What follows belongs to an exercise in optimizing a design on an open flow for small area and a short achievable clock period; a production flow would make more cautious choices. No run shown here included a check of the RTL's function; only the layout flow was run. Power and IR drop assume default switching activity.

==> flow/design.v, too long to show whole: its modules and the start of the top module <==
// module FIR_Filter_16tap: 3087 lines
module FIR_Filter_16tap #(parameter N = 16)(
    input clk, reset, enable,
    input [N-1:0] data_in,
    output [31:0] data_out
);
  // ...
==> flow/flow/run.sh <==
#!/bin/bash
# Layout flow: the standard flow with its synthesis netlist replaced by a
# hand-built gate netlist of the same design (flow/hand.py, the script that
# also wrote rtl/fir_filter_16tap.v, so registers and adder structure match
# the RTL one for one), then
#  - flow/fixpol.py removes inverters around full adders (a full adder is
#    self-dual); the logic function is unchanged;
#  - timing repair aims at a setup margin of 11.3 ns (about a 4.7 ns period)
#    instead of the bare 16 ns clock;
#  - ports are buffered with buf_4 cells, and the clock tree uses clkbuf_8
#    cells, sink clusters of 15 and no dummy loads.
# The standard synthesis still runs first; if its registers (names and cell
# types) differ from the hand netlist's, its own netlist is kept instead.
# Logs: make_synth.log, hand.log, fixpol.log, make_finish.log here, and the
# ORFS logs under orfs/logs.
set -euo pipefail
MARGIN=${MARGIN:-11.3}
CTS="-sink_clustering_enable -repair_clock_nets -dont_use_dummy_load -buf_list {sky130_fd_sc_hd__clkbuf_8} -sink_clustering_size 15 -sink_clustering_max_diameter 60"
R=orfs/results/sky130hd/FIR_Filter_16tap/base
bash standard.sh synth > make_synth.log 2>&1
cp $R/1_2_yosys.v std_synth.v
python3 flow/hand.py --pol alt --csC --x1c --cpaA bk --gclr --fast3 -o hand.v > hand.log 2>&1
regs() { grep -o 'dfxtp_1 [^ ]*' "$1" | sort; }
if [[ "$(regs std_synth.v)" == "$(regs hand.v)" ]] && [[ $(regs hand.v | wc -l) -gt 0 ]]; then
  echo "using hand netlist" >> hand.log
  cp hand.v $R/1_2_yosys.v
else
  echo "register mismatch: keeping the standard netlist" >> hand.log
fi
python3 flow/fixpol.py $R/1_2_yosys.v > fixpol.log 2>&1
touch $R/1_2_yosys.v
bash standard.sh finish SETUP_SLACK_MARGIN=$MARGIN "BUFFER_PORTS_ARGS=-buffer_cell sky130_fd_sc_hd__buf_4" "CTS_ARGS=$CTS" > make_finish.log 2>&1
==> flow/flow/fixpol.py <==
#!/usr/bin/env python3
"""Remove inverters around full adders in a mapped sky130hd netlist.

A full adder is self-dual: FA(~a,~b,~c) = (~cout, ~sum).  Yosys' extract_fa
often leaves inverters between adders; this picks, for every fa cell, whether
it works on true or complemented signals so that as few inverters as
possible remain.  The logic function of the netlist is unchanged.
usage: fixpol.py netlist.v  (rewritten in place)
"""
import re, sys, os, collections, random

path = sys.argv[1]
text = open(path).read()
m = re.search(r'^module\s.*?^endmodule', text, re.S | re.M)
body = m.group(0)

cell_re = re.compile(r'^\s*(sky130_fd_sc_hd__\w+)\s+(\S+)\s*\((.*?)\);\s*$', re.S | re.M)
pin_re = re.compile(r'\.(\w+)\(\s*(.*?)\s*\)\s*(?:,|$)', re.S)
OUTPINS = {'X', 'Y', 'Q', 'Q_N', 'SUM', 'COUT', 'HI', 'LO'}

cells = []
for cm in cell_re.finditer(body):
    typ, name, pins = cm.group(1), cm.group(2), cm.group(3)
    pl = [(p, n.strip()) for p, n in pin_re.findall(pins.strip())]
    cells.append([typ, name, pl, cm.start(), cm.end()])

assigns = [(a.start(), a.end(), a.group(1).strip(), a.group(2).strip())
           for a in re.finditer(r'^\s*assign\s+(.*?)\s*=\s*(.*?)\s*;\s*$', body, re.M)]
ports = set()
for pm in re.finditer(r'^\s*(?:input|output|inout)\s+(?:\[[^\]]*\]\s*)?(.*?);', body, re.M):
    for n in pm.group(1).split(','):
        ports.add(n.strip())
def is_port(net):
    base = net.split('[')[0].strip()
    return base in ports or net in ports

inv_of = {}                      # inverter output net -> input net
inv_cells = set()
for i, c in enumerate(cells):
    if re.match(r'sky130_fd_sc_hd__inv_\d+$', c[0]):
        d = dict(c[2])
        if is_port(d['Y']):
            continue             # keep: drives a port
        inv_of[d['Y']] = d['A']
        inv_cells.add(i)

def resolve(n):
    pol = 0
    while n in inv_of:
        n = inv_of[n]; pol ^= 1
    return n, pol

driver_fa = {}                   # root net -> fa cell index
fas = [i for i, c in enumerate(cells) if re.match(r'sky130_fd_sc_hd__fa_\d+$', c[0])]
for i in fas:
    for p, n in cells[i][2]:
        if p in ('SUM', 'COUT'):
            driver_fa[n] = i

# consumers: (cell index or None, pin index or assign idx, root, pol, is_fa)
cons = []
for i, c in enumerate(cells):
    if i in inv_cells: continue
    isfa = i in driver_fa.values() or c[0].startswith('sky130_fd_sc_hd__fa_')
    for k, (p, n) in enumerate(c[2]):
        if p in OUTPINS: continue
        if not n or n.startswith("1'") or n.startswith("'"): continue
        r, pol = resolve(n)
        cons.append(('c', i, k, r, pol, isfa))
for k, (s, e, lhs, rhs) in enumerate(assigns):
    if rhs.startswith("1'") or rhs.startswith('{'): continue
    r, pol = resolve(rhs)
    cons.append(('a', k, None, r, pol, False))

flip = collections.defaultdict(int)
by_root = collections.defaultdict(list)
by_cell = collections.defaultdict(list)
for ci, cn in enumerate(cons):
    by_root[cn[3]].append(ci)
    if cn[0] == 'c' and cn[5]: by_cell[cn[1]].append(ci)

def parity(ci):
    kind, i, k, r, pol, isfa = cons[ci]
    p = pol ^ (flip[driver_fa[r]] if r in driver_fa else 0)
    if isfa: p ^= flip[i]
    return p
def root_cost(r):
    return 1 if any(parity(ci) for ci in by_root[r]) else 0
def fa_roots(i):
    rs = set(cons[ci][3] for ci in by_cell[i])
    for p, n in cells[i][2]:
        if p in ('SUM', 'COUT'): rs.add(n)
    return rs
def total():
    return sum(root_cost(r) for r in by_root)

before = total()
rng = random.Random(1)
roots_of = {i: fa_roots(i) for i in fas}
def delta(i):
    rs = roots_of[i]
    c0 = sum(root_cost(r) for r in rs)
    flip[i] ^= 1
    c1 = sum(root_cost(r) for r in rs)
    flip[i] ^= 1
    return c1 - c0
def greedy():
    improved = True
    while improved:
        improved = False
        for i in fas:
            if delta(i) < 0:
                flip[i] ^= 1; improved = True
greedy()
cur = total(); best = cur; bestflip = dict(flip)
if fas:
    T = 2.0
    steps = int(os.environ.get("FIXPOL_STEPS", "1000")) * len(fas)
    for step in range(steps):
        T = 2.0 * (1 - step / steps) + 0.05
        i = rng.choice(fas)
        d = delta(i)
        if d <= 0 or rng.random() < pow(2.718, -d / T):
            flip[i] ^= 1; cur += d
            if cur < best:
                best = cur; bestflip = dict(flip)
    flip.clear(); flip.update(bestflip)
    greedy()
after = total()

# rewrite
invnet = {}
newcells = []
def comp(r):
    if r not in invnet:
        invnet[r] = '_fixpol_%d_' % len(invnet)
    return invnet[r]
pinrep = {}
for ci, cn in enumerate(cons):
    kind, i, k, r, pol, isfa = cn
    net = comp(r) if parity(ci) else r
    pinrep[(kind, i, k)] = net

out = []
pos = 0
edits = []
for i, c in enumerate(cells):
    if i in inv_cells:
        edits.append((c[3], c[4], ''))
        continue
    pl = []
    for k, (p, n) in enumerate(c[2]):
        pl.append((p, pinrep.get(('c', i, k), n)))
    s = '  %s %s (\n%s\n  );' % (c[0], c[1], ',\n'.join('    .%s(%s)' % (p, n if not n.startswith('\\') else n + ' ') for p, n in pl))
    edits.append((c[3], c[4], s))
for k, (s, e, lhs, rhs) in enumerate(assigns):
    if ('a', k, None) in pinrep:
        n = pinrep[('a', k, None)]
        edits.append((s, e, '  assign %s = %s;' % (lhs, n if not n.startswith('\\') else n + ' ')))
edits.sort()
nb = []
for s, e, rep in edits:
    nb.append(body[pos:s]); nb.append(rep); pos = e
nb.append(body[pos:])
nb = ''.join(nb)
decl = ''.join('  wire %s;\n' % w for w in invnet.values())
invs = ''.join('  sky130_fd_sc_hd__inv_1 _fixpol_inv_%d_ (\n    .A(%s),\n    .Y(%s)\n  );\n' % (j, r if not r.startswith('\\') else r + ' ', w) for j, (r, w) in enumerate(invnet.items()))
nb = nb.replace('endmodule', decl + invs + 'endmodule')
# declarations must come before use for some readers: insert after the port list
hdr_end = nb.index(');') + 2
nb = nb[:hdr_end] + '\n' + decl + nb[hdr_end:].replace(decl + invs + 'endmodule', invs + 'endmodule')
open(path, 'w').write(text[:m.start()] + nb + text[m.end():])
print('fixpol: fa %d, inverters %d -> %d' % (len(fas), len(inv_cells), len(invnet)), file=sys.stderr)
==> flow/standard.sh <==
#!/bin/bash
# synth_recipe.tcl (not shown) runs the flow's synth.tcl, then flattens the netlist and writes it again
# the make line also repeats each setting of config.mk as NAME=value (left out here)
make -C /OpenROAD-flow-scripts/flow DESIGN_CONFIG=/design/flow/config.mk WORK_HOME=/design/flow/orfs CLKGATE_MAP_FILE= SYNTH_SCRIPT=/design/flow/synth_recipe.tcl "${@:-finish}"
==> flow/config.mk <==
export PLATFORM = sky130hd
export DESIGN_NAME = FIR_Filter_16tap
export DESIGN_NICKNAME = FIR_Filter_16tap
export VERILOG_FILES = /design/flow/design.v
export SDC_FILE = /design/flow/constraint.sdc
export NUM_CORES = 4
export LEC_CHECK = 0
export CAP_MARGIN = 20
export CORE_MARGIN = 2
export CORE_UTILIZATION = 62
export SLEW_MARGIN = 20
==> flow/constraint.sdc <==
create_clock -name core_clock -period 16.0 [get_ports {clk}]
set_input_delay 3.2000 -clock core_clock [delete_from_list [all_inputs] [get_ports {clk}]]
set_output_delay 3.2000 -clock core_clock [all_outputs]
set_load 0.01 [all_outputs]
Not shown: flow/flow/hand.py
==> results.toml, run 1 <==
[power]
pwr-share-comb = 0.675
total_leakage_power_nw = 6.82
maxPowerGroup = "combinational cells"
p_clk_frac = 0.100
seq_power_share = 0.225
pg_seq_w = 0.000929

[cells_and_area]
n_antenna_cell = 0
fin_nets = 1759
buffer_area_frac = 0.0294
nMultiInputCombCells = 927

[route]
dr.pass1.iters = 5
vias = 8979
ant_nets = 0
wire_per_inst_um = 16.4
dr_wl_met2_um = 14800

[timing]
hold_slack_ns = 0.347
period_minus_slack_ns = 4.64
rsz0062_at_grt = "false"
fin_setup_tns_ns = 0

[logic_synthesis]
syn-num-nets = 1668

[die]
coreArea_sq_mm = 0.0251
fp.dieW_um = 164

[grt]
grt_max_degree = 90
met2_usage = 0.396
top_usage_layer = "met2"
grt_pass1_vias = 9590

[critical_path]
crit_family = "XOR/XNOR gates"
slowest_delay_ns = 0.42
worstPathMaxFanout = 8
cp_slowest_cell = "xor3_1"

[run_status]
run_status = "finished clean"

[clock_network]
postCtsHoldBufs = 0

[placed_design]
dpl-instance-area_sq_mm = 0.0166
==> run 2, diff against run 1 <==
--- a/flow/design.v
+++ b/flow/design.v
@@ -1135,91 +1135,107 @@
   wire _h2008_;
   wire _h2010_;
   wire _h2012_;
   wire _h2014_;
   wire _h2016_;
   wire _h2018_;
   wire _h2020_;
   wire _h2022_;
+  wire _h2024_;
   wire _h2026_;
   wire _h2028_;
   wire _h2030_;
   wire _h2032_;
   wire _h2034_;
+  wire _h2036_;
   wire _h2038_;
   wire _h2040_;
   wire _h2042_;
   wire _h2044_;
   wire _h2046_;
+  wire _h2048_;
   wire _h2050_;
   wire _h2052_;
   wire _h2054_;
   wire _h2056_;
   wire _h2058_;
+  wire _h2060_;
   wire _h2062_;
   wire _h2064_;
   wire _h2066_;
   wire _h2068_;
   wire _h2070_;
+  wire _h2072_;
   wire _h2074_;
   wire _h2076_;
   wire _h2078_;
   wire _h2080_;
   wire _h2082_;
+  wire _h2084_;
   wire _h2086_;
   wire _h2088_;
   wire _h2090_;
   wire _h2092_;
   wire _h2094_;
+  wire _h2096_;
   wire _h2098_;
   wire _h2100_;
   wire _h2102_;
   wire _h2104_;
   wire _h2106_;
+  wire _h2108_;
   wire _h2110_;
   wire _h2112_;
   wire _h2114_;
   wire _h2116_;
   wire _h2118_;
+  wire _h2120_;
   wire _h2122_;
   wire _h2124_;
   wire _h2126_;
   wire _h2128_;
   wire _h2130_;
+  wire _h2132_;
   wire _h2134_;
   wire _h2136_;
   wire _h2138_;
   wire _h2140_;
   wire _h2142_;
+  wire _h2144_;
   wire _h2146_;
   wire _h2148_;
   wire _h2150_;
   wire _h2152_;
   wire _h2154_;
+  wire _h2156_;
   wire _h2158_;
   wire _h2160_;
   wire _h2162_;
   wire _h2164_;
   wire _h2166_;
+  wire _h2168_;
   wire _h2170_;
   wire _h2172_;
   wire _h2174_;
   wire _h2176_;
   wire _h2178_;
+  wire _h2180_;
   wire _h2182_;
   wire _h2184_;
   wire _h2186_;
   wire _h2188_;
   wire _h2190_;
+  wire _h2192_;
   wire _h2194_;
   wire _h2196_;
   wire _h2198_;
   wire _h2200_;
   wire _h2202_;
+  wire _h2204_;
   wire _h2206_;
   wire _h2208_;
   wire _h2210_;
   wire _h2212_;
   wire _h2214_;
   wire _h2216_;
   wire _h2218_;
   wire _h2220_;
@@ -1246,18 +1262,18 @@
   wire _h2262_;
   wire _h2264_;
   wire _h2266_;
   wire _h2268_;
   wire _h2270_;
   wire _h2272_;
   wire _h2274_;
   wire _h2276_;
-  wire _h2278_;
   wire _h2280_;
+  wire _h2282_;
   wire _h2284_;
   wire _h2286_;
   wire _h2288_;
   wire _h2290_;
   wire _h2292_;
   wire _h2294_;
   wire _h2296_;
   wire _h2298_;
@@ -1267,18 +1283,18 @@
   wire _h2306_;
   wire _h2308_;
   wire _h2310_;
   wire _h2312_;
   wire _h2314_;
   wire _h2316_;
   wire _h2318_;
   wire _h2320_;
-  wire _h2322_;
-  wire _h2326_;
+  wire _h2324_;
+  wire _h2328_;
   wire _h2330_;
   wire _h2332_;
   wire _h2334_;
   wire _h2336_;
   wire _h2338_;
   wire _h2340_;
   wire _h2342_;
   wire _h2344_;
@@ -1290,22 +1306,22 @@
   wire _h2356_;
   wire _h2358_;
   wire _h2360_;
   wire _h2362_;
   wire _h2364_;
   wire _h2366_;
   wire _h2368_;
   wire _h2370_;
-  wire _h2372_;
+  wire _h2374_;
   wire _h2376_;
-  wire _h2378_;
+  wire _h2380_;
   wire _h2382_;
-  wire _h2384_;
-  wire _h2388_;
+  wire _h2386_;
+  wire _h2390_;
   wire _h2392_;
   wire _h2394_;
   wire _h2396_;
   wire _h2398_;
   wire _h2400_;
   wire _h2402_;
   wire _h2404_;
   wire _h2406_;
@@ -1315,36 +1331,36 @@
   wire _h2414_;
   wire _h2416_;
   wire _h2418_;
   wire _h2420_;
   wire _h2422_;
   wire _h2424_;
   wire _h2426_;
   wire _h2428_;
-  wire _h2430_;
-  wire _h2434_;
-  wire _h2438_;
+  wire _h2432_;
+  wire _h2436_;
+  wire _h2440_;
   wire _h2442_;
-  wire _h2444_;
-  wire _h2448_;
-  wire _h2452_;
-  wire _h2456_;
-  wire _h2460_;
-  wire _h2468_;
+  wire _h2446_;
+  wire _h2450_;
+  wire _h2454_;
+  wire _h2458_;
+  wire _h2466_;
+  wire _h2470_;
   wire _h2472_;
-  wire _h2474_;
-  wire _h2478_;
+  wire _h2476_;
+  wire _h2480_;
   wire _h2482_;
-  wire _h2484_;
-  wire _h2488_;
+  wire _h2486_;
+  wire _h2490_;
   wire _h2492_;
-  wire _h2494_;
-  wire _h2498_;
-  wire _h2502_;
+  wire _h2496_;
+  wire _h2500_;
+  wire _h2510_;
   wire _h2512_;
   wire _h2514_;
   wire _h2516_;
   wire _h2518_;
   wire _h2520_;
   wire _h2522_;
   wire _h2524_;
   wire _h2526_;
@@ -1383,17 +1399,16 @@
   wire _h2592_;
   wire _h2594_;
   wire _h2596_;
   wire _h2598_;
   wire _h2600_;
   wire _h2602_;
   wire _h2604_;
   wire _h2606_;
-  wire _h2608_;
   assign _h1_ = ~(reset | ~enable);
   assign _h3_ = ~_h1_;
   assign _h5_ = data_in[0] & _h1_;
   assign _h7_ = data_in[1] & _h1_;
   assign _h9_ = data_in[2] & _h1_;
   assign _h11_ = data_in[3] & _h1_;
   assign _h13_ = data_in[4] & _h1_;
   assign _h15_ = data_in[5] & _h1_;
@@ -2502,265 +2517,280 @@
   assign _h2008_ = _h1666_ ^ _h1952_;
   assign _h2010_ = _h1786_ ^ _h1914_;
   assign _h2012_ = _h1686_ ^ _h1956_;
   assign _h2014_ = ~(_h1790_ ^ _h1894_);
   assign _h2016_ = ~(_h1794_ ^ _h1962_);
   assign _h2018_ = ~(_h1707_ ^ _h1918_);
   assign _h2020_ = ~(_h1798_ ^ _h1966_);
   assign _h2022_ = ~(_h1721_ ^ _h1884_);
-  assign _h2026_ = _h1976_ ^ data_in[0] ^ data_in[1];
+  assign _h2024_ = data_in[1] ^ data_in[0];
+  assign _h2026_ = _h2024_ ^ _h1976_;
   assign _h2028_ = ~_h1976_;
   assign _h2030_ = ~(data_in[1] | data_in[0]);
   assign _h2032_ = ~(data_in[1] & data_in[0]);
   assign _h2034_ = ~((_h2028_ | _h2030_) & _h2032_);
-  assign _h2038_ = _h1978_ ^ data_in[1] ^ data_in[2];
+  assign _h2036_ = data_in[2] ^ data_in[1];
+  assign _h2038_ = _h2036_ ^ _h1978_;
   assign _h2040_ = ~_h1978_;
   assign _h2042_ = ~(data_in[2] | data_in[1]);
   assign _h2044_ = ~(data_in[2] & data_in[1]);
   assign _h2046_ = ~((_h2040_ | _h2042_) & _h2044_);
-  assign _h2050_ = _h1980_ ^ data_in[2] ^ data_in[3];
+  assign _h2048_ = data_in[3] ^ data_in[2];
+  assign _h2050_ = _h2048_ ^ _h1980_;
   assign _h2052_ = ~_h1980_;
   assign _h2054_ = ~(data_in[3] | data_in[2]);
   assign _h2056_ = ~(data_in[3] & data_in[2]);
   assign _h2058_ = ~((_h2052_ | _h2054_) & _h2056_);
-  assign _h2062_ = _h1982_ ^ data_in[3] ^ data_in[4];
+  assign _h2060_ = data_in[4] ^ data_in[3];
+  assign _h2062_ = _h2060_ ^ _h1982_;
   assign _h2064_ = ~_h1982_;
   assign _h2066_ = ~(data_in[4] | data_in[3]);
   assign _h2068_ = ~(data_in[4] & data_in[3]);
   assign _h2070_ = ~((_h2064_ | _h2066_) & _h2068_);
-  assign _h2074_ = _h1984_ ^ data_in[4] ^ data_in[5];
+  assign _h2072_ = data_in[5] ^ data_in[4];
+  assign _h2074_ = _h2072_ ^ _h1984_;
   assign _h2076_ = ~_h1984_;
   assign _h2078_ = ~(data_in[5] | data_in[4]);
   assign _h2080_ = ~(data_in[5] & data_in[4]);
   assign _h2082_ = ~((_h2076_ | _h2078_) & _h2080_);
-  assign _h2086_ = _h1986_ ^ data_in[5] ^ data_in[6];
+  assign _h2084_ = data_in[6] ^ data_in[5];
+  assign _h2086_ = _h2084_ ^ _h1986_;
   assign _h2088_ = ~_h1986_;
   assign _h2090_ = ~(data_in[6] | data_in[5]);
   assign _h2092_ = ~(data_in[6] & data_in[5]);
   assign _h2094_ = ~((_h2088_ | _h2090_) & _h2092_);
-  assign _h2098_ = _h1988_ ^ data_in[6] ^ data_in[7];
+  assign _h2096_ = data_in[7] ^ data_in[6];
+  assign _h2098_ = _h2096_ ^ _h1988_;
   assign _h2100_ = ~_h1988_;
   assign _h2102_ = ~(data_in[7] | data_in[6]);
   assign _h2104_ = ~(data_in[7] & data_in[6]);
   assign _h2106_ = ~((_h2100_ | _h2102_) & _h2104_);
-  assign _h2110_ = _h1990_ ^ data_in[7] ^ data_in[8];
+  assign _h2108_ = data_in[8] ^ data_in[7];
+  assign _h2110_ = _h2108_ ^ _h1990_;
   assign _h2112_ = ~_h1990_;
   assign _h2114_ = ~(data_in[8] | data_in[7]);
   assign _h2116_ = ~(data_in[8] & data_in[7]);
   assign _h2118_ = ~((_h2112_ | _h2114_) & _h2116_);
-  assign _h2122_ = _h1992_ ^ data_in[8] ^ data_in[9];
+  assign _h2120_ = data_in[9] ^ data_in[8];
+  assign _h2122_ = _h2120_ ^ _h1992_;
   assign _h2124_ = ~_h1992_;
   assign _h2126_ = ~(data_in[9] | data_in[8]);
   assign _h2128_ = ~(data_in[9] & data_in[8]);
   assign _h2130_ = ~((_h2124_ | _h2126_) & _h2128_);
-  assign _h2134_ = _h1994_ ^ data_in[9] ^ data_in[10];
+  assign _h2132_ = data_in[10] ^ data_in[9];
+  assign _h2134_ = _h2132_ ^ _h1994_;
   assign _h2136_ = ~_h1994_;
   assign _h2138_ = ~(data_in[10] | data_in[9]);
   assign _h2140_ = ~(data_in[10] & data_in[9]);
   assign _h2142_ = ~((_h2136_ | _h2138_) & _h2140_);
-  assign _h2146_ = _h1996_ ^ data_in[10] ^ data_in[11];
+  assign _h2144_ = data_in[11] ^ data_in[10];
+  assign _h2146_ = _h2144_ ^ _h1996_;
   assign _h2148_ = ~_h1996_;
   assign _h2150_ = ~(data_in[11] | data_in[10]);
   assign _h2152_ = ~(data_in[11] & data_in[10]);
   assign _h2154_ = ~((_h2148_ | _h2150_) & _h2152_);
-  assign _h2158_ = _h1998_ ^ data_in[11] ^ data_in[12];
+  assign _h2156_ = data_in[12] ^ data_in[11];
+  assign _h2158_ = _h2156_ ^ _h1998_;
   assign _h2160_ = ~_h1998_;
   assign _h2162_ = ~(data_in[12] | data_in[11]);
   assign _h2164_ = ~(data_in[12] & data_in[11]);
   assign _h2166_ = ~((_h2160_ | _h2162_) & _h2164_);
-  assign _h2170_ = _h2000_ ^ data_in[12] ^ data_in[13];
+  assign _h2168_ = data_in[13] ^ data_in[12];
+  assign _h2170_ = _h2168_ ^ _h2000_;
   assign _h2172_ = ~_h2000_;
   assign _h2174_ = ~(data_in[13] | data_in[12]);
   assign _h2176_ = ~(data_in[13] & data_in[12]);
   assign _h2178_ = ~((_h2172_ | _h2174_) & _h2176_);
-  assign _h2182_ = _h2002_ ^ data_in[13] ^ data_in[14];
+  assign _h2180_ = data_in[14] ^ data_in[13];
+  assign _h2182_ = _h2180_ ^ _h2002_;
   assign _h2184_ = ~_h2002_;
   assign _h2186_ = ~(data_in[14] | data_in[13]);
   assign _h2188_ = ~(data_in[14] & data_in[13]);
   assign _h2190_ = ~((_h2184_ | _h2186_) & _h2188_);
-  assign _h2194_ = _h2004_ ^ data_in[14] ^ data_in[15];
+  assign _h2192_ = data_in[15] ^ data_in[14];
+  assign _h2194_ = _h2192_ ^ _h2004_;
   assign _h2196_ = ~_h2004_;
   assign _h2198_ = ~(data_in[15] | data_in[14]);
   assign _h2200_ = ~(data_in[15] & data_in[14]);
   assign _h2202_ = ~((_h2196_ | _h2198_) & _h2200_);
-  assign _h2206_ = _h2006_ ^ _h2202_ ^ data_in[15];
-  assign _h2208_ = ~_h2006_;
-  assign _h2210_ = ~(data_in[15] | _h2202_);
-  assign _h2212_ = ~(data_in[15] & _h2202_);
-  assign _h2214_ = ~((_h2208_ | _h2210_) & _h2212_);
-  assign _h2216_ = ~(data_in[0] & _h1974_ & _h1_);
-  assign _h2218_ = ~(data_in[0] ^ _h1974_);
-  assign _h2220_ = ~(_h2034_ & _h2038_ & _h1_);
-  assign _h2222_ = ~(_h2034_ ^ _h2038_);
-  assign _h2224_ = ~(_h2046_ & _h2050_ & _h1_);
-  assign _h2226_ = ~(_h2046_ ^ _h2050_);
-  assign _h2228_ = ~(_h2058_ & _h2062_ & _h1_);
-  assign _h2230_ = ~(_h2058_ ^ _h2062_);
-  assign _h2232_ = ~(_h2070_ & _h2074_ & _h1_);
-  assign _h2234_ = ~(_h2070_ ^ _h2074_);
-  assign _h2236_ = ~(_h2082_ & _h2086_ & _h1_);
-  assign _h2238_ = ~(_h2082_ ^ _h2086_);
-  assign _h2240_ = ~(_h2094_ & _h2098_ & _h1_);
-  assign _h2242_ = ~(_h2094_ ^ _h2098_);
-  assign _h2244_ = ~(_h2106_ & _h2110_ & _h1_);
-  assign _h2246_ = ~(_h2106_ ^ _h2110_);
-  assign _h2248_ = ~(_h2118_ & _h2122_ & _h1_);
-  assign _h2250_ = ~(_h2118_ ^ _h2122_);
-  assign _h2252_ = ~(_h2130_ & _h2134_ & _h1_);
-  assign _h2254_ = ~(_h2130_ ^ _h2134_);
-  assign _h2256_ = ~(_h2142_ & _h2146_ & _h1_);
-  assign _h2258_ = ~(_h2142_ ^ _h2146_);
-  assign _h2260_ = ~(_h2154_ & _h2158_ & _h1_);
-  assign _h2262_ = ~(_h2154_ ^ _h2158_);
-  assign _h2264_ = ~(_h2166_ & _h2170_ & _h1_);
-  assign _h2266_ = ~(_h2166_ ^ _h2170_);
-  assign _h2268_ = ~(_h2178_ & _h2182_ & _h1_);
-  assign _h2270_ = ~(_h2178_ ^ _h2182_);
-  assign _h2272_ = ~(_h2190_ & _h2194_ & _h1_);
-  assign _h2274_ = ~(_h2190_ ^ _h2194_);
-  assign _h2276_ = ~(_h2214_ & _h2008_ & _h1_);
-  assign _h2278_ = ~(_h2214_ ^ _h2008_);
-  assign _h2280_ = ~(_h2216_ | ~_h2026_);
+  assign _h2204_ = data_in[15] ^ _h2006_;
+  assign _h2206_ = data_in[15] & _h2006_;
+  assign _h2208_ = ~(data_in[0] & _h1974_ & _h1_);
+  assign _h2210_ = ~(data_in[0] ^ _h1974_);
+  assign _h2212_ = ~(_h2034_ & _h2038_ & _h1_);
+  assign _h2214_ = ~(_h2034_ ^ _h2038_);
+  assign _h2216_ = ~(_h2046_ & _h2050_ & _h1_);
+  assign _h2218_ = ~(_h2046_ ^ _h2050_);
+  assign _h2220_ = ~(_h2058_ & _h2062_ & _h1_);
+  assign _h2222_ = ~(_h2058_ ^ _h2062_);
+  assign _h2224_ = ~(_h2070_ & _h2074_ & _h1_);
+  assign _h2226_ = ~(_h2070_ ^ _h2074_);
+  assign _h2228_ = ~(_h2082_ & _h2086_ & _h1_);
+  assign _h2230_ = ~(_h2082_ ^ _h2086_);
+  assign _h2232_ = ~(_h2094_ & _h2098_ & _h1_);
+  assign _h2234_ = ~(_h2094_ ^ _h2098_);
+  assign _h2236_ = ~(_h2106_ & _h2110_ & _h1_);
+  assign _h2238_ = ~(_h2106_ ^ _h2110_);
+  assign _h2240_ = ~(_h2118_ & _h2122_ & _h1_);
+  assign _h2242_ = ~(_h2118_ ^ _h2122_);
+  assign _h2244_ = ~(_h2130_ & _h2134_ & _h1_);
+  assign _h2246_ = ~(_h2130_ ^ _h2134_);
+  assign _h2248_ = ~(_h2142_ & _h2146_ & _h1_);
+  assign _h2250_ = ~(_h2142_ ^ _h2146_);
+  assign _h2252_ = ~(_h2154_ & _h2158_ & _h1_);
+  assign _h2254_ = ~(_h2154_ ^ _h2158_);
+  assign _h2256_ = ~(_h2166_ & _h2170_ & _h1_);
+  assign _h2258_ = ~(_h2166_ ^ _h2170_);
+  assign _h2260_ = ~(_h2178_ & _h2182_ & _h1_);
+  assign _h2262_ = ~(_h2178_ ^ _h2182_);
+  assign _h2264_ = ~(_h2190_ & _h2194_ & _h1_);
+  assign _h2266_ = ~(_h2190_ ^ _h2194_);
+  assign _h2268_ = ~(_h2202_ & _h2204_ & _h1_);
+  assign _h2270_ = ~(_h2202_ ^ _h2204_);
+  assign _h2272_ = ~(_h2206_ & _h2008_ & _h1_);
+  assign _h2274_ = ~(_h2206_ ^ _h2008_);
+  assign _h2276_ = ~(_h2208_ | ~_h2026_);
+  assign _h2280_ = ~((_h2218_ | _h2212_) & _h2216_);
+  assign _h2282_ = ~(_h2218_ | _h2214_);
   assign _h2284_ = ~((_h2226_ | _h2220_) & _h2224_);
   assign _h2286_ = ~(_h2226_ | _h2222_);
   assign _h2288_ = ~((_h2234_ | _h2228_) & _h2232_);
   assign _h2290_ = ~(_h2234_ | _h2230_);
   assign _h2292_ = ~((_h2242_ | _h2236_) & _h2240_);
   assign _h2294_ = ~(_h2242_ | _h2238_);
   assign _h2296_ = ~((_h2250_ | _h2244_) & _h2248_);
   assign _h2298_ = ~(_h2250_ | _h2246_);
   assign _h2300_ = ~((_h2258_ | _h2252_) & _h2256_);
   assign _h2302_ = ~(_h2258_ | _h2254_);
   assign _h2304_ = ~((_h2266_ | _h2260_) & _h2264_);
   assign _h2306_ = ~(_h2266_ | _h2262_);
   assign _h2308_ = ~((_h2274_ | _h2268_) & _h2272_);
   assign _h2310_ = ~(_h2274_ | _h2270_);
-  assign _h2312_ = ~(_h2278_ | ~_h2206_);
-  assign _h2314_ = ~(_h2012_ & _h2010_);
-  assign _h2316_ = ~(_h2016_ & _h2014_);
-  assign _h2318_ = ~(_h2020_ & _h2018_);
-  assign _h2320_ = ~_h2280_;
-  assign _h2322_ = ~((_h2222_ | _h2320_) & _h2220_);
-  assign _h2326_ = ~((_h2286_ & _h2280_) | _h2284_);
-  assign _h2330_ = ~_h2288_;
-  assign _h2332_ = ~((_h2238_ | _h2330_) & _h2236_);
-  assign _h2334_ = ~(_h2238_ | ~_h2290_);
-  assign _h2336_ = ~((_h2294_ & _h2288_) | _h2292_);
-  assign _h2338_ = ~(_h2294_ & _h2290_);
-  assign _h2340_ = ~_h2296_;
-  assign _h2342_ = ~((_h2254_ | _h2340_) & _h2252_);
-  assign _h2344_ = ~(_h2254_ | ~_h2298_);
-  assign _h2346_ = ~((_h2302_ & _h2296_) | _h2300_);
-  assign _h2348_ = ~(_h2302_ & _h2298_);
-  assign _h2350_ = ~_h2304_;
-  assign _h2352_ = ~((_h2270_ | _h2350_) & _h2268_);
-  assign _h2354_ = ~(_h2270_ | ~_h2306_);
-  assign _h2356_ = ~((_h2310_ & _h2304_) | _h2308_);
-  assign _h2358_ = ~(_h2310_ & _h2306_);
-  assign _h2360_ = ~(_h2276_ | ~_h2010_);
-  assign _h2362_ = ~(_h2010_ & _h2312_);
-  assign _h2364_ = ~(_h2314_ | _h2276_);
-  assign _h2366_ = ~(_h2314_ | ~_h2312_);
-  assign _h2368_ = ~(_h2316_ | ~_h2018_);
-  assign _h2370_ = ~(_h2318_ | _h2316_);
-  assign _h2372_ = ~((_h2230_ | _h2326_) & _h2228_);
-  assign _h2376_ = ~_h2326_;
-  assign _h2378_ = ~((_h2290_ & _h2376_) | _h2288_);
-  assign _h2382_ = ~_h2326_;
-  assign _h2384_ = ~((_h2334_ & _h2382_) | _h2332_);
-  assign _h2388_ = ~((_h2338_ | _h2326_) & _h2336_);
-  assign _h2392_ = ~((_h2262_ | _h2346_) & _h2260_);
-  assign _h2394_ = ~(_h2262_ | _h2348_);
-  assign _h2396_ = ~_h2346_;
-  assign _h2398_ = ~((_h2306_ & _h2396_) | _h2304_);
-  assign _h2400_ = ~(_h2348_ | ~_h2306_);
-  assign _h2402_ = ~_h2346_;
-  assign _h2404_ = ~((_h2354_ & _h2402_) | _h2352_);
-  assign _h2406_ = ~(_h2348_ | ~_h2354_);
-  assign _h2408_ = ~((_h2358_ | _h2346_) & _h2356_);
-  assign _h2410_ = ~(_h2358_ | _h2348_);
+  assign _h2312_ = ~(_h2012_ & _h2010_);
+  assign _h2314_ = ~(_h2016_ & _h2014_);
+  assign _h2316_ = ~(_h2020_ & _h2018_);
+  assign _h2318_ = ~_h2276_;
+  assign _h2320_ = ~((_h2214_ | _h2318_) & _h2212_);
+  assign _h2324_ = ~((_h2282_ & _h2276_) | _h2280_);
+  assign _h2328_ = ~_h2284_;
+  assign _h2330_ = ~((_h2230_ | _h2328_) & _h2228_);
+  assign _h2332_ = ~(_h2230_ | ~_h2286_);
+  assign _h2334_ = ~((_h2290_ & _h2284_) | _h2288_);
+  assign _h2336_ = ~(_h2290_ & _h2286_);
+  assign _h2338_ = ~_h2292_;
+  assign _h2340_ = ~((_h2246_ | _h2338_) & _h2244_);
+  assign _h2342_ = ~(_h2246_ | ~_h2294_);
+  assign _h2344_ = ~((_h2298_ & _h2292_) | _h2296_);
+  assign _h2346_ = ~(_h2298_ & _h2294_);
+  assign _h2348_ = ~_h2300_;
+  assign _h2350_ = ~((_h2262_ | _h2348_) & _h2260_);
+  assign _h2352_ = ~(_h2262_ | ~_h2302_);
+  assign _h2354_ = ~((_h2306_ & _h2300_) | _h2304_);
+  assign _h2356_ = ~(_h2306_ & _h2302_);
+  assign _h2358_ = ~(_h2010_ & _h2308_);
+  assign _h2360_ = ~(_h2010_ & _h2310_);
+  assign _h2362_ = ~(_h2312_ | ~_h2308_);
+  assign _h2364_ = ~(_h2312_ | ~_h2310_);
+  assign _h2366_ = ~(_h2314_ | ~_h2018_);
+  assign _h2368_ = ~(_h2316_ | _h2314_);
+  assign _h2370_ = ~((_h2222_ | _h2324_) & _h2220_);
+  assign _h2374_ = ~_h2324_;
+  assign _h2376_ = ~((_h2286_ & _h2374_) | _h2284_);
+  assign _h2380_ = ~_h2324_;
+  assign _h2382_ = ~((_h2332_ & _h2380_) | _h2330_);
+  assign _h2386_ = ~((_h2336_ | _h2324_) & _h2334_);
+  assign _h2390_ = ~((_h2254_ | _h2344_) & _h2252_);
+  assign _h2392_ = ~(_h2254_ | _h2346_);
+  assign _h2394_ = ~_h2344_;
+  assign _h2396_ = ~((_h2302_ & _h2394_) | _h2300_);
+  assign _h2398_ = ~(_h2346_ | ~_h2302_);
+  assign _h2400_ = ~_h2344_;
+  assign _h2402_ = ~((_h2352_ & _h2400_) | _h2350_);
+  assign _h2404_ = ~(_h2346_ | ~_h2352_);
+  assign _h2406_ = ~((_h2356_ | _h2344_) & _h2354_);
+  assign _h2408_ = ~(_h2356_ | _h2346_);
+  assign _h2410_ = ~(_h2014_ & _h2362_);
   assign _h2412_ = ~(_h2014_ & _h2364_);
-  assign _h2414_ = ~(_h2014_ & _h2366_);
-  assign _h2416_ = ~(_h2316_ | ~_h2364_);
-  assign _h2418_ = ~(_h2316_ | ~_h2366_);
-  assign _h2420_ = ~(_h2368_ & _h2364_);
-  assign _h2422_ = ~(_h2368_ & _h2366_);
-  assign _h2424_ = ~(_h2370_ & _h2364_);
-  assign _h2426_ = ~(_h2370_ & _h2366_);
-  assign _h2428_ = ~_h2388_;
-  assign _h2430_ = ~((_h2246_ | _h2428_) & _h2244_);
-  assign _h2434_ = ~((_h2298_ & _h2388_) | _h2296_);
-  assign _h2438_ = ~((_h2344_ & _h2388_) | _h2342_);
-  assign _h2442_ = ~_h2388_;
-  assign _h2444_ = ~((_h2348_ | _h2442_) & _h2346_);
-  assign _h2448_ = ~((_h2394_ & _h2388_) | _h2392_);
-  assign _h2452_ = ~((_h2400_ & _h2388_) | ~_h2398_);
-  assign _h2456_ = ~((_h2406_ & _h2388_) | ~_h2404_);
-  assign _h2460_ = ~((_h2410_ & _h2388_) | _h2408_);
-  assign _h2468_ = ~(_h2460_ | ~_h2206_);
-  assign _h2472_ = ~_h2312_;
-  assign _h2474_ = ~((_h2472_ | _h2460_) & _h2276_);
-  assign _h2478_ = ~((_h2362_ | _h2460_) & ~_h2360_);
-  assign _h2482_ = ~_h2460_;
-  assign _h2484_ = ~((_h2366_ & _h2482_) | _h2364_);
-  assign _h2488_ = ~((_h2414_ | _h2460_) & _h2412_);
-  assign _h2492_ = ~_h2460_;
-  assign _h2494_ = ~((_h2418_ & _h2492_) | _h2416_);
-  assign _h2498_ = ~((_h2422_ | _h2460_) & _h2420_);
-  assign _h2502_ = ~((_h2426_ | _h2460_) & _h2424_);
-  assign _h2512_ = ~(_h2218_ | _h3_);
-  assign _h2514_ = ~(_h2026_ & _h1_);
-  assign _h2516_ = ~(_h2222_ | _h3_);
-  assign _h2518_ = ~(_h2226_ | _h3_);
-  assign _h2520_ = ~(_h2230_ | _h3_);
-  assign _h2522_ = ~(_h2234_ | _h3_);
-  assign _h2524_ = ~(_h2238_ | _h3_);
-  assign _h2526_ = ~(_h2242_ | _h3_);
-  assign _h2528_ = ~(_h2246_ | _h3_);
-  assign _h2530_ = ~(_h2250_ | _h3_);
-  assign _h2532_ = ~(_h2254_ | _h3_);
-  assign _h2534_ = ~(_h2258_ | _h3_);
-  assign _h2536_ = ~(_h2262_ | _h3_);
-  assign _h2538_ = ~(_h2266_ | _h3_);
-  assign _h2540_ = ~(_h2270_ | _h3_);
-  assign _h2542_ = ~(_h2274_ | _h3_);
-  assign _h2544_ = ~(_h2206_ & _h1_);
-  assign _h2546_ = ~(_h2278_ | _h3_);
-  assign _h2548_ = ~(_h2010_ & _h1_);
-  assign _h2550_ = ~(_h2012_ & _h1_);
-  assign _h2552_ = ~(_h2014_ & _h1_);
-  assign _h2554_ = ~(_h2016_ & _h1_);
-  assign _h2556_ = ~(_h2018_ & _h1_);
-  assign _h2558_ = ~(_h2020_ & _h1_);
-  assign _h2560_ = ~(_h2022_ & _h1_);
-  assign _h2562_ = _h2514_ ^ _h2216_;
-  assign _h2564_ = _h2516_ ^ _h2280_;
-  assign _h2566_ = _h2518_ ^ _h2322_;
-  assign _h2568_ = ~(_h2520_ ^ _h2326_);
-  assign _h2570_ = _h2522_ ^ _h2372_;
-  assign _h2572_ = ~(_h2524_ ^ _h2378_);
-  assign _h2574_ = ~(_h2526_ ^ _h2384_);
-  assign _h2576_ = _h2528_ ^ _h2388_;
-  assign _h2578_ = _h2530_ ^ _h2430_;
-  assign _h2580_ = ~(_h2532_ ^ _h2434_);
-  assign _h2582_ = ~(_h2534_ ^ _h2438_);
-  assign _h2584_ = _h2536_ ^ _h2444_;
-  assign _h2586_ = ~(_h2538_ ^ _h2448_);
-  assign _h2588_ = ~(_h2540_ ^ _h2452_);
-  assign _h2590_ = ~(_h2542_ ^ _h2456_);
-  assign _h2592_ = _h2544_ ^ _h2460_;
-  assign _h2594_ = _h2546_ ^ _h2468_;
-  assign _h2596_ = ~(_h2548_ ^ _h2474_);
-  assign _h2598_ = ~(_h2550_ ^ _h2478_);
-  assign _h2600_ = _h2552_ ^ _h2484_;
-  assign _h2602_ = ~(_h2554_ ^ _h2488_);
-  assign _h2604_ = _h2556_ ^ _h2494_;
-  assign _h2606_ = ~(_h2558_ ^ _h2498_);
-  assign _h2608_ = ~(_h2560_ ^ _h2502_);
+  assign _h2414_ = ~(_h2314_ | ~_h2362_);
+  assign _h2416_ = ~(_h2314_ | ~_h2364_);
+  assign _h2418_ = ~(_h2366_ & _h2362_);
+  assign _h2420_ = ~(_h2366_ & _h2364_);
+  assign _h2422_ = ~(_h2368_ & _h2362_);
+  assign _h2424_ = ~(_h2368_ & _h2364_);
+  assign _h2426_ = ~_h2386_;
+  assign _h2428_ = ~((_h2238_ | _h2426_) & _h2236_);
+  assign _h2432_ = ~((_h2294_ & _h2386_) | _h2292_);
+  assign _h2436_ = ~((_h2342_ & _h2386_) | _h2340_);
+  assign _h2440_ = ~_h2386_;
+  assign _h2442_ = ~((_h2346_ | _h2440_) & _h2344_);
+  assign _h2446_ = ~((_h2392_ & _h2386_) | _h2390_);
+  assign _h2450_ = ~((_h2398_ & _h2386_) | ~_h2396_);
+  assign _h2454_ = ~((_h2404_ & _h2386_) | ~_h2402_);
+  assign _h2458_ = ~((_h2408_ & _h2386_) | _h2406_);
+  assign _h2466_ = ~((_h2270_ | _h2458_) & _h2268_);
+  assign _h2470_ = ~_h2458_;
+  assign _h2472_ = ~((_h2310_ & _h2470_) | _h2308_);
+  assign _h2476_ = ~((_h2360_ | _h2458_) & _h2358_);
+  assign _h2480_ = ~_h2458_;
+  assign _h2482_ = ~((_h2364_ & _h2480_) | _h2362_);
+  assign _h2486_ = ~((_h2412_ | _h2458_) & _h2410_);
+  assign _h2490_ = ~_h2458_;
+  assign _h2492_ = ~((_h2416_ & _h2490_) | _h2414_);
+  assign _h2496_ = ~((_h2420_ | _h2458_) & _h2418_);
+  assign _h2500_ = ~((_h2424_ | _h2458_) & _h2422_);
+  assign _h2510_ = ~(_h2210_ | _h3_);
+  assign _h2512_ = ~(_h2026_ & _h1_);
+  assign _h2514_ = ~(_h2214_ | _h3_);
+  assign _h2516_ = ~(_h2218_ | _h3_);
+  assign _h2518_ = ~(_h2222_ | _h3_);
+  assign _h2520_ = ~(_h2226_ | _h3_);
+  assign _h2522_ = ~(_h2230_ | _h3_);
+  assign _h2524_ = ~(_h2234_ | _h3_);
+  assign _h2526_ = ~(_h2238_ | _h3_);
+  assign _h2528_ = ~(_h2242_ | _h3_);
+  assign _h2530_ = ~(_h2246_ | _h3_);
+  assign _h2532_ = ~(_h2250_ | _h3_);
+  assign _h2534_ = ~(_h2254_ | _h3_);
+  assign _h2536_ = ~(_h2258_ | _h3_);
+  assign _h2538_ = ~(_h2262_ | _h3_);
+  assign _h2540_ = ~(_h2266_ | _h3_);
+  assign _h2542_ = ~(_h2270_ | _h3_);
+  assign _h2544_ = ~(_h2274_ | _h3_);
+  assign _h2546_ = ~(_h2010_ & _h1_);
+  assign _h2548_ = ~(_h2012_ & _h1_);
+  assign _h2550_ = ~(_h2014_ & _h1_);
+  assign _h2552_ = ~(_h2016_ & _h1_);
+  assign _h2554_ = ~(_h2018_ & _h1_);
+  assign _h2556_ = ~(_h2020_ & _h1_);
+  assign _h2558_ = ~(_h2022_ & _h1_);
+  assign _h2560_ = _h2512_ ^ _h2208_;
+  assign _h2562_ = _h2514_ ^ _h2276_;
+  assign _h2564_ = _h2516_ ^ _h2320_;
+  assign _h2566_ = ~(_h2518_ ^ _h2324_);
+  assign _h2568_ = _h2520_ ^ _h2370_;
+  assign _h2570_ = ~(_h2522_ ^ _h2376_);
+  assign _h2572_ = ~(_h2524_ ^ _h2382_);
+  assign _h2574_ = _h2526_ ^ _h2386_;
+  assign _h2576_ = _h2528_ ^ _h2428_;
+  assign _h2578_ = ~(_h2530_ ^ _h2432_);
+  assign _h2580_ = ~(_h2532_ ^ _h2436_);
+  assign _h2582_ = _h2534_ ^ _h2442_;
+  assign _h2584_ = ~(_h2536_ ^ _h2446_);
+  assign _h2586_ = ~(_h2538_ ^ _h2450_);
+  assign _h2588_ = ~(_h2540_ ^ _h2454_);
+  assign _h2590_ = ~(_h2542_ ^ _h2458_);
+  assign _h2592_ = _h2544_ ^ _h2466_;
+  assign _h2594_ = _h2546_ ^ _h2472_;
+  assign _h2596_ = ~(_h2548_ ^ _h2476_);
+  assign _h2598_ = _h2550_ ^ _h2482_;
+  assign _h2600_ = ~(_h2552_ ^ _h2486_);
+  assign _h2602_ = _h2554_ ^ _h2492_;
+  assign _h2604_ = ~(_h2556_ ^ _h2496_);
+  assign _h2606_ = ~(_h2558_ ^ _h2500_);
   always @(posedge clk) begin
     x1[0] <= _h5_;
     x1[1] <= _h7_;
     x1[2] <= _h9_;
     x1[3] <= _h11_;
     x1[4] <= _h13_;
     x1[5] <= _h15_;
     x1[6] <= _h17_;
@@ -3052,36 +3082,36 @@
     Cs[19] <= _h1565_;
     Cc[19] <= _h1567_;
     Cs[20] <= _h1569_;
     Cc[20] <= _h1571_;
     Cs[21] <= _h1573_;
     Cs[22] <= _h1575_;
     Cs[23] <= _h1577_;
     Cs[24] <= _h1579_;
-    y1[0] <= _h2512_;
-    y1[1] <= _h2562_;
-    y1[2] <= _h2564_;
-    y1[3] <= _h2566_;
-    y1[4] <= _h2568_;
-    y1[5] <= _h2570_;
-    y1[6] <= _h2572_;
-    y1[7] <= _h2574_;
-    y1[8] <= _h2576_;
-    y1[9] <= _h2578_;
-    y1[10] <= _h2580_;
-    y1[11] <= _h2582_;
-    y1[12] <= _h2584_;
-    y1[13] <= _h2586_;
-    y1[14] <= _h2588_;
-    y1[15] <= _h2590_;
-    y1[16] <= _h2592_;
-    y1[17] <= _h2594_;
-    y1[18] <= _h2596_;
-    y1[19] <= _h2598_;
-    y1[20] <= _h2600_;
-    y1[21] <= _h2602_;
-    y1[22] <= _h2604_;
-    y1[23] <= _h2606_;
-    y1[24] <= _h2608_;
+    y1[0] <= _h2510_;
+    y1[1] <= _h2560_;
+    y1[2] <= _h2562_;
+    y1[3] <= _h2564_;
+    y1[4] <= _h2566_;
+    y1[5] <= _h2568_;
+    y1[6] <= _h2570_;
+    y1[7] <= _h2572_;
+    y1[8] <= _h2574_;
+    y1[9] <= _h2576_;
+    y1[10] <= _h2578_;
+    y1[11] <= _h2580_;
+    y1[12] <= _h2582_;
+    y1[13] <= _h2584_;
+    y1[14] <= _h2586_;
+    y1[15] <= _h2588_;
+    y1[16] <= _h2590_;
+    y1[17] <= _h2592_;
+    y1[18] <= _h2594_;
+    y1[19] <= _h2596_;
+    y1[20] <= _h2598_;
+    y1[21] <= _h2600_;
+    y1[22] <= _h2602_;
+    y1[23] <= _h2604_;
+    y1[24] <= _h2606_;
   end
   assign data_out = {7'd0, y1};
 endmodule
--- a/flow/flow/run.sh
+++ b/flow/flow/run.sh
@@ -14,17 +14,17 @@
 # Logs: make_synth.log, hand.log, fixpol.log, make_finish.log here, and the
 # ORFS logs under orfs/logs.
 set -euo pipefail
 MARGIN=${MARGIN:-11.3}
 CTS="-sink_clustering_enable -repair_clock_nets -dont_use_dummy_load -buf_list {sky130_fd_sc_hd__clkbuf_8} -sink_clustering_size 15 -sink_clustering_max_diameter 60"
 R=orfs/results/sky130hd/FIR_Filter_16tap/base
 bash standard.sh synth > make_synth.log 2>&1
 cp $R/1_2_yosys.v std_synth.v
-python3 flow/hand.py --pol alt --csC --x1c --cpaA bk --gclr --fast3 -o hand.v > hand.log 2>&1
+python3 flow/hand.py --pol alt --csC --x1c --cpaA bk --gclr --c16ha --fastc -o hand.v > hand.log 2>&1
 regs() { grep -o 'dfxtp_1 [^ ]*' "$1" | sort; }
 if [[ "$(regs std_synth.v)" == "$(regs hand.v)" ]] && [[ $(regs hand.v | wc -l) -gt 0 ]]; then
   echo "using hand netlist" >> hand.log
   cp hand.v $R/1_2_yosys.v
 else
   echo "register mismatch: keeping the standard netlist" >> hand.log
 fi
 python3 flow/fixpol.py $R/1_2_yosys.v > fixpol.log 2>&1
--- a/flow/flow/hand.py
+++ b/flow/flow/hand.py
@@ -17,16 +17,18 @@
 ap.add_argument('--rtl', default=None, help='also write the RTL with the same structure')
 ap.add_argument('--pol', default='alt')
 ap.add_argument('--khi', type=int, default=20)
 ap.add_argument('--cpaA', default='sk')
 ap.add_argument('--csC', action='store_true')
 ap.add_argument('--x1c', action='store_true')
 ap.add_argument('--fast3', action='store_true')
 ap.add_argument('--gclr', action='store_true')
+ap.add_argument('--c16ha', action='store_true')
+ap.add_argument('--fastc', action='store_true')
 ap.add_argument('--cpaC', default='sk')
 ap.add_argument('--cpaY', default='sk')
 args = ap.parse_args()
 
 def polymul(p, q):
     r = [0]*(len(p)+len(q)-1)
     for i, a in enumerate(p):
         for j, c in enumerate(q):
@@ -436,23 +438,33 @@
             s = (u, 0) if av[0] == '0' else (u, 1)
             c = (AND2(x0[0], x1[0]), 0) if av[0] == '0' else (OR2(x0[0], x1[0]), 0)
         elif args.fast3:
             # the late bits take the fast pins; a (= A_i, early) selects
             # or/and of the late pair for the carry
             s = (gate('xor3_1', 'X', A=av[0], B=x1[0], C=x0[0]), 0)
             an = INV(av[0])
             c = (O21AI(an, NOR2(x0[0], x1[0]), NAND2(x0[0], x1[0])), 0)
+        elif args.fastc:
+            # carry: a (= A_i, early) selects or/and of the late pair
+            s = (XOR2(u, av[0]), 0)
+            c = (O21AI(INV(av[0]), NOR2(x0[0], x1[0]), NAND2(x0[0], x1[0])), 0)
         else:
             s = (XOR2(u, av[0]), 0)
             c = (MAJ3(x0[0], x1[0], av[0]), 0)
         colsY[i].append((s, 1.0))
         if i+1 < W:
-            if i+1 == 16: carry = c       # joins column 16 (a single data_in bit)
+            if i+1 == 16 and not args.c16ha: carry = c       # joins column 16 (a single data_in bit)
             else: colsY[i+1].append((c, 1.0))
+    elif args.c16ha and len(xs) == 1 and i > 0 and lit(a, 0)[1] is not None:
+        # column 16: half adder of the lone data_in bit and A, so no carry
+        # passes through two adders in a row
+        x0, av = lit(xs[0], 0), lit(a, 0)
+        colsY[i].append(((XOR2(x0[0], av[0]), 0), 1.0))
+        if i+1 < W: colsY[i+1].append(((AND2(x0[0], av[0]), 0), 1.0))
     else:
         for x in xs: colsY[i].append((x, 1.0))
         colsY[i].append((a, 0.5))
 addconst(colsY, KHI)
 rowsY = tree(colsY, 'Y')
 sY = sklansky(rowsY, not args.gclr, args.cpaY, args.gclr)
 for i in range(W):
     s = sY[i]
==> run 2 against run 1 <==
Against the previous run:
- die area fell by 0.68%
- global-route usage fell by 0.18 points
- clock-buffer cell count fell by 2
- highest routed layer unchanged
- final cell count rose by 1.2%
- still clean on timing, DRC and antenna
- routed wire length fell by 0.84%
- final area fell by 0.42%
==> results.toml, run 2 <==
[route]
vias = 9097
drtIter0Drc = 541
dr.pass1.iters = 5
via_per_inst = 4.99
drc = 0
drt-total-wl_um = 29300
ant_nets = 0
wire_per_inst_um = 16.1

[power]
ir_worst_vdd_uv = 161
power_density_mw_per_mm2 = 228
total_leakage_power_nw = 6.70

[logic_synthesis]
syn-num-nets = 1682
synthCells = 1396
syn_area_per_cell_sq_um = 11.2
ys_warn_count = 1
netlist_area_sq_mm = 0.0157

[timing]
period_minus_slack_ns = 4.63
hold_slack_ns = 0.371
rsz0062_at_grt = "false"
hold_viol_final = 0
worstMarginPinSlew_ns = 0.663
setup_ws_ns = 11.37
fin_setup_tns_ns = 0
slew_headroom = 0.556
final_max_slew_viol_count = 0
finClkSkew_ns = 0.0345
setup_viol = 0
fmax_mhz = 216
period_share = 0.289

[run_status]
run_status = "finished clean"

[worst_hold_path]
worst_hold_path_type = "flip-flop to flip-flop"
holdPathEnd = "xn12[3]"
worstHoldStart = "x11[3]"
hold_depth = 1

[cells_and_area]
fillCellCount = 1910
layout_common_cells = "dfxtp_1 (325), fa_1 (259), nand2_1 (208)"
drive_gt1_frac = 0.0918
final-seq-area_sq_mm = 0.00651
top_regs = "Cs: 25 flops, y1: 25 flops, Cc: 19 flops"
instances_no_fill = 1823
area_growth_pct = 10.2
multi_input_area_sq_mm = 0.00891
fin_nets = 1781
final_common_cell = "dfxtp_1"
n_antenna_cell = 0

[critical_path]
timing.rr.end = "y1[18]"
reg2reg_depth = 22
crit_path_end_kind = "flip-flop"
required_ns = 16.47
path_class = "input port to flip-flop"
r2r_slack_ns = 11.68
worstReg2RegStart = "y1[0]"
setup.worst_path.start_class = "input port"
worst_ep_arrival_time_ns = 5.10
worstPathMaxFanout = 8

[die]
fp.dieW_um = 163
initial_core_util = 0.628
num_rows = 58
die_h_um = 163
coreArea_sq_mm = 0.0250
ios = 51
die_area_sq_mm = 0.0266

[placed_design]
dp_hpwl_um = 22100
port_buffers = 43
routabilityCongestion = 0.810
dpl.cell_count = 1773
preCtsSetupSlack_ns = 9.87

[flow_run]
max_cap_viol_count = 0

[grt]
track_usage = 0.234
grt_max_degree = 81
antenna_found_initial = 0
grt_pass1_wl_um = 48100
grt_pass1_vias = 9544
overflow = 0

[clock_network]
path_clk_slew_ns = 0.09
cts_buffers = 27
tritoncts = "yes"
htree_levels = 1
postCtsHoldBufs = 0
clockBufferDepth = 3
numClockSinks = 325
cts_root_buf = "clkbuf_8"
insertion_delay_ns = 0.57
## run 2: metrics by stage
stage	area (sq um)	util	total power, W
6_report	17300	0.692	0.00394
3_3_place_gp	16500	0.661	0.00326
2_1_floorplan	15700	-	0.00285
3_5_place_dp	16500	0.661	0.00330
4_1_cts	17000	0.682	0.00378
5_1_grt	17300	0.692	0.00434
## run 2: cell type report
cell class,count,share of cell area
inverter,129,0.0285
multi-input combinational,943,0.516
sequential,325,0.377
timing repair buffer,69,0.0335
clock buffer,27,0.0215
tap,330,0.0239
## run 2: how the worst max path moves through the flow
stage | startpoint | end | slack, ns | cells past startpoint
after global routing | data_in[7] | y1[18] | 11.26 | 11
final | data_in[7] | y1[18] | 11.37 | 11
after floorplan | enable | y1[10] | 7.76 | 4
after detailed placement | reset | y1[17] | 9.87 | 10
after global placement | reset | y1[17] | 9.90 | 10
after CTS | data_in[9] | y1[18] | 11.31 | 11
## run 2: per-layer routing
| metal | vias to the layer above | share of wire | track usage |
|---|---|---|---|
| met4 | 0 | 0.015 | 0.0378 |
| li1 | 4389 | - | - |
| met3 | 36 | 0.033 | 0.0321 |
| met5 | - | 0 | 0 |
| met1 | 4552 | 0.45 | 0.321 |
| met2 | 120 | 0.51 | 0.408 |
## run 2: power by group
part           switching, W  total, W  internal [W]
logic               0.00145   0.00261       0.00116
registers         0.0000542  0.000931      0.000876
clock network      0.000249  0.000400      0.000150
total               0.00175   0.00394       0.00219
## run 2: what timing repair did
| action | CTS | global route |
|---|---|---|
| hold endpoints to repair | 0 | 0 |
| resized for setup | 15 | 32 |
| pin swaps | 5 | 11 |
| buffers inserted | 10 | 11 |
| gates cloned | 2 | 0 |
| setup endpoints to repair | 132 | 12 |
## run 2: critical path, cell delays in order
cell     delay (ns)
buf_4          0.16
xor2_2         0.18
xor2_1         0.30
xnor2_1        0.20
nor2_1         0.11
a21oi_2        0.19
o21ai_4        0.12
a21oi_4        0.24
inv_2          0.09
a21oi_2        0.15
xor2_1         0.15

[what the ideal ports hide]
How much do the figures lean on ideal ports? The routed layouts below were timed once more, with nothing changed but the port constraints.
Step 1 assumes that a clkbuf_16 drives the clock port and a buf_2 every other input.
Step 2 times the ports against the registers' clock, not the clock port: input delays grow and output delays shrink by t, the midpoint of the rising clock arrivals with the driver on.
Three values: ideal ports, drivers, drivers and shift; two values: the first two.
| run | shift t [ns] | slack for setup (ns) | worst hold slack (ns) | worst register clock-pin slew, ns |
|---|---|---|---|---|
| run 1 | 0.625 | 11.364 / 11.386 / 10.761 | 0.347 / 0.347 / 0.347 | 0.09 / 0.09 |
| run 2 | 0.603 | 11.371 / 11.395 / 10.792 | 0.371 / 0.371 / 0.371 | 0.10 / 0.10 |
After both steps every run listed still meets setup and hold. For run 1, which loses most, drivers alone change the setup slack by +0.022 ns; drivers and shift together by -0.603 ns.
